What follows belongs to an exercise in optimizing a design on an open flow for small area and a short achievable clock period; a production flow would make more cautious choices.
Function was checked by simulation only, so behaviour that the tests miss may differ from the original.
Power and IR drop assume default switching activity.

## job 4933
## lab4
module lab4(Dout, Din, clk, reset);
output  [17:0]  Dout;
input   [7:0]   Din;
input           clk, reset;
reg [7:0] r0, r1, r2, r3, r4, r5, r6, r7, r8, r9, r10;
reg [16:0] s;
wire nrst;
invm u_nrst (.a(reset), .y(nrst));
wire pas1, pac2;
ha upas1 (.a(r1[0]), .b(r7[0]), .s(pas1), .co(pac2));
wire pas3, pac4;
fa upas3 (.a(r1[1]), .b(r7[1]), .c(pac2), .s(pas3), .co(pac4));
wire pas5, pac6;
fa upas5 (.a(r1[2]), .b(r7[2]), .c(pac4), .s(pas5), .co(pac6));
wire pas7, pac8;
fa upas7 (.a(r1[3]), .b(r7[3]), .c(pac6), .s(pas7), .co(pac8));
wire pas9, pac10;
fa upas9 (.a(r1[4]), .b(r7[4]), .c(pac8), .s(pas9), .co(pac10));
wire pas11, pac12;
fa upas11 (.a(r1[5]), .b(r7[5]), .c(pac10), .s(pas11), .co(pac12));
wire pas13, pac14;
fa upas13 (.a(r1[6]), .b(r7[6]), .c(pac12), .s(pas13), .co(pac14));
wire pas15, pac16;
fa upas15 (.a(r1[7]), .b(r7[7]), .c(pac14), .s(pas15), .co(pac16));
wire pbs17, pbc18;
xnor2m upbs17 (.a(r2[0]), .b(r6[0]), .y(pbs17));
or2m upbc18 (.a(r2[0]), .b(r6[0]), .y(pbc18));
wire pbs19, pbc20;
fa upbs19 (.a(r2[1]), .b(r6[1]), .c(pbc18), .s(pbs19), .co(pbc20));
wire pbs21, pbc22;
fa upbs21 (.a(r2[2]), .b(r6[2]), .c(pbc20), .s(pbs21), .co(pbc22));
wire pbs23, pbc24;
fa upbs23 (.a(r2[3]), .b(r6[3]), .c(pbc22), .s(pbs23), .co(pbc24));
wire pbs25, pbc26;
  ...
Settings: LEC_CHECK=0, CAP_MARGIN=20, CORE_MARGIN=2, CORE_UTILIZATION=40, CTS_BUF_LIST=sky130_fd_sc_hd__clkbuf_8, SLEW_MARGIN=20, SYNTH_HIERARCHICAL=1, SYNTH_MINIMUM_KEEP_SIZE=0; clock period 13.0 ns.
standard.sh (not shown) runs the stock make flow with config.mk's settings and CLKGATE_MAP_FILE= SYNTH_SCRIPT=/design/flow/synth_recipe.tcl, a recipe that flattens the netlist after the stock synthesis.
==> flow/flow/run.sh <==
#!/bin/bash
# The standard layout (standard.sh) with these changes to its settings:
#  - the port buffers are plain buffers (BUF) instead of the delay-cell
#    footprint-mates that buffer_ports picks by default;
#  - repair_timing aims for a setup slack margin of MARGIN ns;
#  - clock tree synthesis inserts no dummy loads.
# Everything else (synthesis, floorplan, power grid, placement, routing) is
# the standard flow's.  The make output goes to standard.log; ORFS keeps each
# step's log under orfs/logs.
set -euo pipefail
MARGIN=5.8
BUF=sky130_fd_sc_hd__buf_2
export BUFFER_PORTS_ARGS="-buffer_cell $BUF"
export CTS_ARGS="-sink_clustering_enable -repair_clock_nets -buf_list sky130_fd_sc_hd__clkbuf_8 -dont_use_dummy_load"
sed -e "s/\"\${@:-finish}\"/SETUP_SLACK_MARGIN=$MARGIN \"\${@:-finish}\"/" standard.sh > standard_margin.sh
grep -q "SETUP_SLACK_MARGIN=$MARGIN" standard_margin.sh
bash standard_margin.sh > standard.log 2>&1
Every stage of the flow completed for job 4933, and the final layout passed the timing, DRC and antenna checks.
Inputs modified between job 4933 and job 2790:
-- flow/flow/run.sh --
<<< job 4933, line 11
MARGIN=5.8
BUF=sky130_fd_sc_hd__buf_2
>>> job 2790, line 11
MARGIN=5
BUF=sky130_fd_sc_hd__buf_4
-- flow/config.mk --
<<< job 4933, line 12
>>> job 2790, line 12
export GPL_ROUTABILITY_DRIVEN = 0
export PLACE_DENSITY = 0.75
Findings:
- The run showing the greater wire length of the first global-routing pass is job 4933.
- Re cell area after layout: job 2790 and job 4933 aren't equal, and the higher value belongs to job 4933.
- Switching share of power was higher in job 4933 than in job 2790.
- No stage failed in job 2790, and the final checks on the layout all came back clean.
- From job 2790 to job 4933, max-capacitance violation count did not move at all.
What job 9204 does differently from job 2790 at the input level:
-- flow/flow/run.sh --
<<< job 2790, line 12
BUF=sky130_fd_sc_hd__buf_4
>>> job 9204, line 12
BUF=sky130_fd_sc_hd__buf_2
-- flow/config.mk --
<<< job 2790, line 12
export GPL_ROUTABILITY_DRIVEN = 0
export PLACE_DENSITY = 0.75
>>> job 9204, line 12
Notes after the runs:
Looking at share of the cycle needed by the critical path after routing across job 9204 and job 2790, the one that comes out lower is job 2790.
In job 9204, the total wire length came out 260 um below the value in job 2790.
On met1 track demand over resource in global routing: job 9204 sits above job 2790.
[inputs] job 5684 vs job 9204
-- flow/flow/run.sh --
<<< job 9204, line 11
MARGIN=5
>>> job 5684, line 11
MARGIN=5.4
<<< job 9204, line 15
sed -e "s/\"\${@:-finish}\"/SETUP_SLACK_MARGIN=$MARGIN \"\${@:-finish}\"/" standard.sh > standard_margin.sh
>>> job 5684, line 15
sed -e "s/\"\${@:-finish}\"/SETUP_SLACK_MARGIN=$MARGIN RECOVER_POWER=100 \"\${@:-finish}\"/" standard.sh > standard_margin.sh
### Flow results
Finished, but not clean: job 5684, with max-capacitance violations, max-slew violations.
Sort job 5684 and job 9204 by maximum resistive drop on vdd desc -> top: job 9204
Cell internal power dissipation: lower on job 5684
Diff job 9204 -> job 5684: design area went down by 0.50%; total chip power went down by about 0.65%; combinational power went down by about 0.9%; utilization went down by 0.22 points.
Number of instances resized during post-cts repair: job 5684 vs job 9204 identical
As far as sequential share of layout area is concerned, job 9204 and job 5684 perform about the same.
Summary of job 5684 over job 9204: number of buffers created by CTS held steady, number of slew-limit violations in the final report grew by 75, final estimated routing congestion in global placement held steady.

---

## v52
Starting RTL as in the previous note.
Design lab4, start of the top module:
module lab4(Dout, Din, clk, reset);
output  [17:0]  Dout;
input   [7:0]   Din;
input           clk, reset;
reg [7:0] r0, r1, r2, r3, r4, r5, r6, r7, r8, r9, r10;
reg [16:0] s;
wire nrst;
invm u_nrst (.a(reset), .y(nrst));
wire pas1, pac2;
ha upas1 (.a(r1[0]), .b(r7[0]), .s(pas1), .co(pac2));
wire pas3, pac4;
fa upas3 (.a(r1[1]), .b(r7[1]), .c(pac2), .s(pas3), .co(pac4));
wire pas5, pac6;
fa upas5 (.a(r1[2]), .b(r7[2]), .c(pac4), .s(pas5), .co(pac6));
wire pas7, pac8;
fa upas7 (.a(r1[3]), .b(r7[3]), .c(pac6), .s(pas7), .co(pac8));
wire pas9, pac10;
fa upas9 (.a(r1[4]), .b(r7[4]), .c(pac8), .s(pas9), .co(pac10));
wire pas11, pac12;
fa upas11 (.a(r1[5]), .b(r7[5]), .c(pac10), .s(pas11), .co(pac12));
wire pas13, pac14;
fa upas13 (.a(r1[6]), .b(r7[6]), .c(pac12), .s(pas13), .co(pac14));
wire pas15, pac16;
fa upas15 (.a(r1[7]), .b(r7[7]), .c(pac14), .s(pas15), .co(pac16));
wire pbs17, pbc18;
xnor2m upbs17 (.a(r2[0]), .b(r6[0]), .y(pbs17));
or2m upbc18 (.a(r2[0]), .b(r6[0]), .y(pbc18));
wire pbs19, pbc20;
fa upbs19 (.a(r2[1]), .b(r6[1]), .c(pbc18), .s(pbs19), .co(pbc20));
wire pbs21, pbc22;
fa upbs21 (.a(r2[2]), .b(r6[2]), .c(pbc20), .s(pbs21), .co(pbc22));
wire pbs23, pbc24;
fa upbs23 (.a(r2[3]), .b(r6[3]), .c(pbc22), .s(pbs23), .co(pbc24));
wire pbs25, pbc26;
fa upbs25 (.a(r2[4]), .b(r6[4]), .c(pbc24), .s(pbs25), .co(pbc26));
wire pbs27, pbc28;
fa upbs27 (.a(r2[5]), .b(r6[5]), .c(pbc26), .s(pbs27), .co(pbc28));
wire pbs29, pbc30;
fa upbs29 (.a(r2[6]), .b(r6[6]), .c(pbc28), .s(pbs29), .co(pbc30));
wire pbs31, pbc32;
fa upbs31 (.a(r2[7]), .b(r6[7]), .c(pbc30), .s(pbs31), .co(pbc32));
wire pcs33, pcc34;
ha upcs33 (.a(r3[0]), .b(r5[0]), .s(pcs33), .co(pcc34));
wire pcs35, pcc36;
fa upcs35 (.a(r3[1]), .b(r5[1]), .c(pcc34), .s(pcs35), .co(pcc36));
  ...
Settings: LEC_CHECK=0, CAP_MARGIN=20, CORE_MARGIN=2, CORE_UTILIZATION=40, CTS_BUF_LIST=sky130_fd_sc_hd__clkbuf_8, SLEW_MARGIN=20, SYNTH_HIERARCHICAL=1, SYNTH_MINIMUM_KEEP_SIZE=0; clock period 13.0 ns.
==> flow/flow/run.sh <==
#!/bin/bash
# The standard layout (standard.sh) with these changes to its settings:
#  - the port buffers are plain buffers (BUF) instead of the delay-cell
#    footprint-mates that buffer_ports picks by default;
#  - repair_timing aims for a setup slack margin of MARGIN ns;
#  - clock tree synthesis inserts no dummy loads.
# Everything else (synthesis, floorplan, power grid, placement, routing) is
# the standard flow's.  The make output goes to standard.log; ORFS keeps each
# step's log under orfs/logs.
set -euo pipefail
MARGIN=5
BUF=sky130_fd_sc_hd__buf_2
export BUFFER_PORTS_ARGS="-buffer_cell $BUF"
export CTS_ARGS="-sink_clustering_enable -repair_clock_nets -buf_list sky130_fd_sc_hd__clkbuf_4 -root_buf sky130_fd_sc_hd__clkbuf_8 -sink_clustering_size 10 -sink_clustering_max_diameter 60 -dont_use_dummy_load"
sed -e "s/\"\${@:-finish}\"/SETUP_SLACK_MARGIN=$MARGIN \"\${@:-finish}\"/" standard.sh > standard_margin.sh
grep -q "SETUP_SLACK_MARGIN=$MARGIN" standard_margin.sh
bash standard_margin.sh > standard.log 2>&1
The final layout from v52, which completed every stage, passed the timing, DRC and antenna checks at the end of the flow.
For v21, these inputs were changed with respect to v52:
--- a/flow/flow/run.sh
+++ b/flow/flow/run.sh
@@ -11,5 +11,5 @@
 MARGIN=5
-BUF=sky130_fd_sc_hd__buf_2
+BUF=sky130_fd_sc_hd__buf_4
 export BUFFER_PORTS_ARGS="-buffer_cell $BUF"
-export CTS_ARGS="-sink_clustering_enable -repair_clock_nets -buf_list sky130_fd_sc_hd__clkbuf_4 -root_buf sky130_fd_sc_hd__clkbuf_8 -sink_clustering_size 10 -sink_clustering_max_diameter 60 -dont_use_dummy_load"
+export CTS_ARGS="-sink_clustering_enable -repair_clock_nets -buf_list sky130_fd_sc_hd__clkbuf_8 -dont_use_dummy_load"
 sed -e "s/\"\${@:-finish}\"/SETUP_SLACK_MARGIN=$MARGIN \"\${@:-finish}\"/" standard.sh > standard_margin.sh
--- a/flow/config.mk
+++ b/flow/config.mk
@@ -11,2 +11,3 @@
 export CTS_BUF_LIST = sky130_fd_sc_hd__clkbuf_8
+export GPL_TIMING_DRIVEN = 0
 export SLEW_MARGIN = 20
Results
Taking v52 as the reference, in v21 final worst setup slack grew by 0.066 ns; share of total power in sequential cells shrank by 0.2 points; share of the final layout cell area in sequential cells shrank by 0.42 points.
[inputs] v19 vs v21
--- a/flow/flow/run.sh
+++ b/flow/flow/run.sh
@@ -10,3 +10,3 @@
 set -euo pipefail
-MARGIN=5
+MARGIN=5.7
 BUF=sky130_fd_sc_hd__buf_4
--- a/flow/config.mk
+++ b/flow/config.mk
@@ -11,3 +11,2 @@
 export CTS_BUF_LIST = sky130_fd_sc_hd__clkbuf_8
-export GPL_TIMING_DRIVEN = 0
 export SLEW_MARGIN = 20
==> notes.md <==
Via count of the first global-routing pass: v19 vs v21 up 140. Compared with v21, in v19 share of final-layout standard cells stronger than drive strength 1 higher; slew at the pin closest to its max-slew limit higher; count of filler cells inserted in the layout higher. Maximum ir drop on the vdd rail, v21 and v19: smaller value in v21. Higher worst setup margin among v21 and v19: v19. Re fmax: v21 and v19 aren't equal, and the lower value belongs to v21. Relative contribution of the clock network to total power: v19 vs v21 down 0.5 points. Diff v21 -> v19 | final instance area | increase of 1.8%.
Relative to v19, the following input files were edited for v17:
--- a/flow/flow/run.sh
+++ b/flow/flow/run.sh
@@ -10,3 +10,3 @@
 set -euo pipefail
-MARGIN=5.7
+MARGIN=5
 BUF=sky130_fd_sc_hd__buf_4
--- a/flow/config.mk
+++ b/flow/config.mk
@@ -9,3 +9,3 @@
 export CORE_MARGIN = 2
-export CORE_UTILIZATION = 40
+export CORE_UTILIZATION = 50
 export CTS_BUF_LIST = sky130_fd_sc_hd__clkbuf_8
- v17 finished every stage and its layout cleared the timing, DRC and antenna checks.
- v17: met3 track demand over resource in global routing is 0.46 points higher than what v19 reported.
- On non-clock buffer count in the final layout: v17 sits below v19.
- Comparing die area for v17 and v19, the bigger number came from v19.
- From v19 to v17 the numbers moved as follows: number of global-route vias before repair down 389; met1 routed wirelength after detailed routing down about 4.5%.
- STATUS routed wire length: v17 wins against v19
- | final critical delay including setup and external delays | lower: v19 |
- Number of placement rows, v17 vs v19: down by more than 10%
- Of v17 and v19, the lower quantity of gates resized following cts belongs to v17.
[inputs] v58 vs v17
--- a/flow/flow/run.sh
+++ b/flow/flow/run.sh
@@ -10,3 +10,3 @@
 set -euo pipefail
-MARGIN=5
+MARGIN=5.75
 BUF=sky130_fd_sc_hd__buf_4
--- a/flow/config.mk
+++ b/flow/config.mk
@@ -9,3 +9,3 @@
 export CORE_MARGIN = 2
-export CORE_UTILIZATION = 50
+export CORE_UTILIZATION = 40
 export CTS_BUF_LIST = sky130_fd_sc_hd__clkbuf_8
## What came out
v58 | stages: all done | timing, DRC, antenna: all pass. CTS clock-pin slew for the worst setup and hold paths essentially unchanged between v58 and v17. Worst max-slew margin expressed relative to the limit (lower): v17. Diff v58..v17 | hold violation count in the final report | unchanged. Diff v17 -> v58: count of max-cap constraint violations about even, non-clock buffer share of cell area rose 1.2 points, via-per-instance ratio fell 5.2%, power in sequential cells about even, HPWL after detailed placement rose about 2.3%. Going from v17 to v58, setup slack now larger, total chip power now larger, final design utilization now smaller.
--- input diff v58..v31 ---
--- a/flow/flow/run.sh
+++ b/flow/flow/run.sh
@@ -10,3 +10,3 @@
 set -euo pipefail
-MARGIN=5.75
+MARGIN=5
 BUF=sky130_fd_sc_hd__buf_4
==> notes.md <==
~same remaining max-slew budget at the tightest pin in v31 and v58. The clock share of power of v31 exceeds that of v58 by 0.6 points. Summary of v31 over v58: fraction of area in non-clock buffers lower; met3 wire length now smaller; power per cell area went down 4.6 mW/mm^2. When v31 is measured against v58, its met2 routing resource usage after global routing turns out 0.20 points lower. Comparing v31 and v58, the lower register-to-register path setup slack is on v31.

==> what the ideal ports hide <==
Ports are ideal in the flow. The routed layouts listed here were re-timed in OpenROAD. Step 1 assumes that a clkbuf_16 drives the clock port and a buf_2 every other input. Step 2 times the ports against the registers' clock, not the clock port: input delays grow and output delays shrink by t, the midpoint of the rising clock arrivals with the driver on. Three values: no drivers, after step 1, after step 2; two values: the first two.
run | shift t [ns] | slack for setup (ns) | hold WS [ns] | clock arrival spread, ns | cell pins on the clock port's net
job 4933 | 0.400 | 5.867 / 5.819 / 5.731 | 0.411 / 0.411 / 0.411 | 0.017 / 0.017 | 1
job 2790 | 0.400 | 5.647 / 5.625 / 5.625 | 0.413 / 0.413 / 0.413 | 0.025 / 0.026 | 1
job 9204 | 0.403 | 5.581 / 5.558 / 5.558 | 0.412 / 0.412 / 0.412 | 0.019 / 0.019 | 1
job 5684 | 0.402 | 5.399 / 5.379 / 5.379 | 0.408 / 0.408 / 0.408 | 0.023 / 0.023 | 1
v52 | 0.403 | 5.581 / 5.558 / 5.558 | 0.412 / 0.412 / 0.412 | 0.019 / 0.019 | 1
v21 | 0.408 | 5.647 / 5.621 / 5.577 | 0.401 / 0.401 / 0.401 | 0.041 / 0.041 | 1
v19 | 0.409 | 5.799 / 5.766 / 5.758 | 0.382 / 0.382 / 0.382 | 0.032 / 0.033 | 1
v17 | 0.398 | 5.668 / 5.668 / 5.632 | 0.405 / 0.405 / 0.405 | 0.021 / 0.022 | 1
v58 | 0.409 | 5.808 / 5.761 / 5.761 | 0.382 / 0.382 / 0.382 | 0.033 / 0.033 | 1
v31 | 0.410 | 5.651 / 5.627 / 5.627 | 0.384 / 0.384 / 0.384 | 0.032 / 0.031 | 1
For job 4933, which loses most, drivers alone change the setup slack by -0.048 ns; drivers and shift together by -0.136 ns.
